Context: an optimization exercise on an open-source flow, tuned for small area. The choices shown serve that exercise and are no tape-out recipe.
In this exercise RTL edits were held to simulation tests only and were not proved equivalent to the original.
No driver is modelled on the clock port, so clocking that relies on it looks cheaper here than on a real chip.
Power is estimated from default activity; no workload was simulated.

## P
// Pipelined_Processor
module Pipelined_Processor(
    input CLK,
    input reset,
    output [7:0] imem_addr,
    input [15:0] imem_data,
    output [7:0] dmem_addr,
    output [7:0] dmem_wdata,
    output dmem_we,
    input [7:0] dmem_rdata,
    output [7:0] result
);
export LEC_CHECK = 0
export CAP_MARGIN = 0
export CORE_MARGIN = 2
export CORE_UTILIZATION = 50
export CTS_BUF_LIST = sky130_fd_sc_hd__clkbuf_8
export SETUP_SLACK_MARGIN = -0.7
export SLEW_MARGIN = 0
export SYNTH_HIERARCHICAL = 1
create_clock -name core_clock -period 13.5 [get_ports {CLK}]
standard.sh (not shown) runs the stock make flow with config.mk's settings and CLKGATE_MAP_FILE= SYNTH_SCRIPT=/design/flow/synth_recipe.tcl, a recipe that flattens the netlist after the stock synthesis.
==> flow/flow/run.sh <==
#!/bin/bash
set -euo pipefail
W=$PWD
F=$W/flow
sed "s#source \$::env(SCRIPTS_DIR)/synth.tcl#source $W/synth_abc.tcl#" synth_recipe.tcl > $W/synth_recipe_abc.tcl
sed "s#log_cmd abc {\*}\$abc_args#log_cmd abc {*}[lreplace \$abc_args 1 1 $F/abc.script]#" \
    $FLOW_HOME/scripts/synth.tcl > $W/synth_abc.tcl
grep -q "$W/synth_abc.tcl" $W/synth_recipe_abc.tcl
grep -q "$F/abc.script" $W/synth_abc.tcl
CTS="-sink_clustering_enable -repair_clock_nets -dont_use_dummy_load -buf_list sky130_fd_sc_hd__clkbuf_8"
export CTS_LEAF_SINKS=24
export CTS_LEAF_PY=$F/cts_leaf.py
cp $F/openroad_wrap.sh $W/openroad_wrap.sh
chmod +x $W/openroad_wrap.sh
bash standard.sh SYNTH_SCRIPT=$W/synth_recipe_abc.tcl \
    OPENROAD_EXE=$W/openroad_wrap.sh \
    "BUFFER_PORTS_ARGS=-buffer_cell sky130_fd_sc_hd__buf_1" \
    "CTS_ARGS=$CTS" POST_CTS_TCL=$F/cts_post.tcl finish > $W/make_finish.log 2>&1
==> flow/flow/abc.script <==
strash
dch
map -D 7000
strash
dch -f
map -D 7000
topo
stime -c
Other scripts of this flow, unchanged in this note and not shown: flow/flow/cts_leaf.py, flow/flow/cts_post.tcl, flow/flow/openroad_wrap.sh
The following lists how Q was set up differently from P:
==> flow/flow/abc.script <==
strash
dch
map -D 7000
strash
dch
map -D 7000
topo
stime -c
--- a/flow/config.mk
+++ b/flow/config.mk
@@ -6,9 +6,8 @@
 export NUM_CORES = 4
 export LEC_CHECK = 0
-export CAP_MARGIN = 0
+export CAP_MARGIN = 20
 export CORE_MARGIN = 2
 export CORE_UTILIZATION = 50
 export CTS_BUF_LIST = sky130_fd_sc_hd__clkbuf_8
-export SETUP_SLACK_MARGIN = -0.7
-export SLEW_MARGIN = 0
+export SLEW_MARGIN = 20
 export SYNTH_HIERARCHICAL = 1
### Flow results
[compare] base=P new=Q: first-pass GRT wire length decreased 1600 um, share of total power in the clock network essentially unchanged. Fraction of the mapped netlist area in simple logic gates ended up 0.93 points higher on Q than on P. Q vs P: final total power up. When Q is set beside P, its switching power turns out to be 2.3% larger. Q vs. P: unique cell type count in the Yosys netlist +1, final routed wirelength across all metal layers -about 1.7%, power per standard cell area +0.37%, placed standard-cell area -about 0.8%.
Changes in R relative to Q:
--- a/flow/config.mk
+++ b/flow/config.mk
@@ -10,4 +10,5 @@
 export CORE_UTILIZATION = 50
 export CTS_BUF_LIST = sky130_fd_sc_hd__clkbuf_8
+export SETUP_SLACK_MARGIN = -0.7
 export SLEW_MARGIN = 20
 export SYNTH_HIERARCHICAL = 1
--- outcome ---
Hold slack in R is 0.0048 ns above Q. NOTE critical path depth Q->R increased by a little under 10%. R vs Q: part of the total power dissipated in sequential elements up. R against Q; number of nets in the layout is down slightly. Compared with Q, R shows net switching power figure lower by 1.7%. Going from Q to R, the combinational power was found to have gone down by 2.8%. NOTE: utilization in R falls short of that of Q. From R to Q, placed cell count did not move at all. Compared with Q, R shows fill cell instance count of the final layout higher by about 1%.


Another version of the RTL of Pipelined_Processor (not shown whole).
For scale: ~59 I/O pins, about 0.0084 mm2 of cells after synthesis.
==> flow/config.mk <==
export PLATFORM = sky130hd
export DESIGN_NAME = Pipelined_Processor
export DESIGN_NICKNAME = Pipelined_Processor
export VERILOG_FILES = /design/flow/design.v
export SDC_FILE = /design/flow/constraint.sdc
export NUM_CORES = 4
export LEC_CHECK = 0
export CAP_MARGIN = 20
export CORE_MARGIN = 2
export CORE_UTILIZATION = 50
export CTS_BUF_LIST = sky130_fd_sc_hd__clkbuf_8
export GPL_TIMING_DRIVEN = 0
export SLEW_MARGIN = 20
==> flow/constraint.sdc <==
create_clock -name core_clock -period 13.5 [get_ports {CLK}]
set_input_delay 2.7000 -clock core_clock [delete_from_list [all_inputs] [get_ports {CLK}]]
set_output_delay 2.7000 -clock core_clock [all_outputs]
set_load 0.01 [all_outputs]
==> flow/flow/run.sh <==
#!/bin/bash
# Own layout flow: the standard ORFS flow (standard.sh) with three changes:
#  - synthesis maps logic with flow/abc.script, an area-oriented ABC script,
#    instead of ORFS's speed script (everything else in synthesis is unchanged);
#  - the port buffers use the smallest buffer cell;
#  - the clock tree is built without dummy loads.
# Each make run's full output goes to a log file in this folder; ORFS's own
# per-step logs are under orfs/logs.
set -euo pipefail
W=$PWD
F=$W/flow
sed "s#source \$::env(SCRIPTS_DIR)/synth.tcl#source $W/synth_abc.tcl#" synth_recipe.tcl > $W/synth_recipe_abc.tcl
sed "s#log_cmd abc {\*}\$abc_args#log_cmd abc {*}[lreplace \$abc_args 1 1 $F/abc.script]#" \
    $FLOW_HOME/scripts/synth.tcl > $W/synth_abc.tcl
grep -q "$W/synth_abc.tcl" $W/synth_recipe_abc.tcl
grep -q "$F/abc.script" $W/synth_abc.tcl
CTS="-sink_clustering_enable -repair_clock_nets -dont_use_dummy_load -buf_list sky130_fd_sc_hd__clkbuf_8"
bash standard.sh SYNTH_SCRIPT=$W/synth_recipe_abc.tcl \
    "BUFFER_PORTS_ARGS=-buffer_cell sky130_fd_sc_hd__buf_1" \
    "CTS_ARGS=$CTS" finish > $W/make_finish.log 2>&1
==> flow/flow/abc.script <==
strash
dch
map -D 7000
topo
stime -c
The starting point passed the timing, DRC and antenna checks.
Then changed:
==> flow/flow/abc.script (replaced) <==
strash
dch
amap
topo
stime -c
GPL_TIMING_DRIVEN = not set   (was 0)
=>
- The changed run completed with no timing, DRC or antenna violations
- total power climbs by 7.7%
- wire length climbs by 4.8%
- final area drops by 0.38%
- hold slack improved by 0.012 ns
- combinational power climbs by 22%
Then changed:
--- a/flow/flow/run.sh
+++ b/flow/flow/run.sh
@@ -16,3 +16,3 @@
 grep -q "$F/abc.script" $W/synth_abc.tcl
-CTS="-sink_clustering_enable -repair_clock_nets -dont_use_dummy_load -buf_list sky130_fd_sc_hd__clkbuf_8"
+CTS="-sink_clustering_enable -repair_clock_nets -dont_use_dummy_load -buf_list {sky130_fd_sc_hd__clkbuf_4 sky130_fd_sc_hd__clkbuf_8 sky130_fd_sc_hd__clkbuf_16}"
 bash standard.sh SYNTH_SCRIPT=$W/synth_recipe_abc.tcl \
==> flow/flow/abc.script (replaced) <==
strash
dch
map -D 7000
topo
stime -c
Result:
- die area increases by 2.2%
- power shrinks by 2.2%
- global-route usage decreases by 1.0 points
- synthesized area came out higher by 2.2%
Then changed:
--- a/flow/flow/run.sh
+++ b/flow/flow/run.sh
@@ -16,3 +16,3 @@
 grep -q "$F/abc.script" $W/synth_abc.tcl
-CTS="-sink_clustering_enable -repair_clock_nets -dont_use_dummy_load -buf_list {sky130_fd_sc_hd__clkbuf_4 sky130_fd_sc_hd__clkbuf_8 sky130_fd_sc_hd__clkbuf_16}"
+CTS="-sink_clustering_enable -repair_clock_nets -dont_use_dummy_load -buf_list sky130_fd_sc_hd__clkbuf_8"
 bash standard.sh SYNTH_SCRIPT=$W/synth_recipe_abc.tcl \
CAP_MARGIN = 0   (was 20)
SLEW_MARGIN = 0   (was 20)
=>
- total power drops by about 6%
- area after synthesis does not change
- wire length is about the same
- hold slack is better by 0.012 ns
- via count is about the same
- fmax is about the same
- cell area drops by 2.1%

## re-timing with driven ports
Ports are ideal in the flow. The routed layouts listed here were re-timed in OpenROAD.
Step 1 (the two cells are an assumption about what drives the block):
set clk [get_ports {CLK}]
set_driving_cell -lib_cell sky130_fd_sc_hd__clkbuf_16 $clk
set_driving_cell -lib_cell sky130_fd_sc_hd__buf_2 [delete_from_list [all_inputs] $clk]
Step 2 times the ports against the registers' clock, not the clock port: input delays grow and output delays shrink by t, the midpoint of the rising clock arrivals with the driver on.
Slacks: ideal / step 1 / step 2; pairs: ideal / step 1.
run	shift t [ns]	setup slack, ns	worst setup path after step 2	slew at the worst register clock pin (ns)
P	0.420	0.747 / 0.747 / 0.747	register to register	0.11 / 0.11
Q	0.414	1.100 / 1.100 / 1.100	register to register	0.11 / 0.11
R	0.415	0.589 / 0.589 / 0.589	register to register	0.12 / 0.12
the first run of note 2	0.476	0.746 / 0.746 / 0.746	register to register	0.09 / 0.09
the second run of note 2	0.469	1.112 / 1.112 / 1.112	register to register	0.09 / 0.09
the third run of note 2	0.458	1.161 / 1.161 / 1.161	register to register	0.07 / 0.07
the fourth run of note 2	0.472	1.136 / 1.136 / 1.136	register to register	0.10 / 0.10
After both steps setup and hold are still met in every run listed.
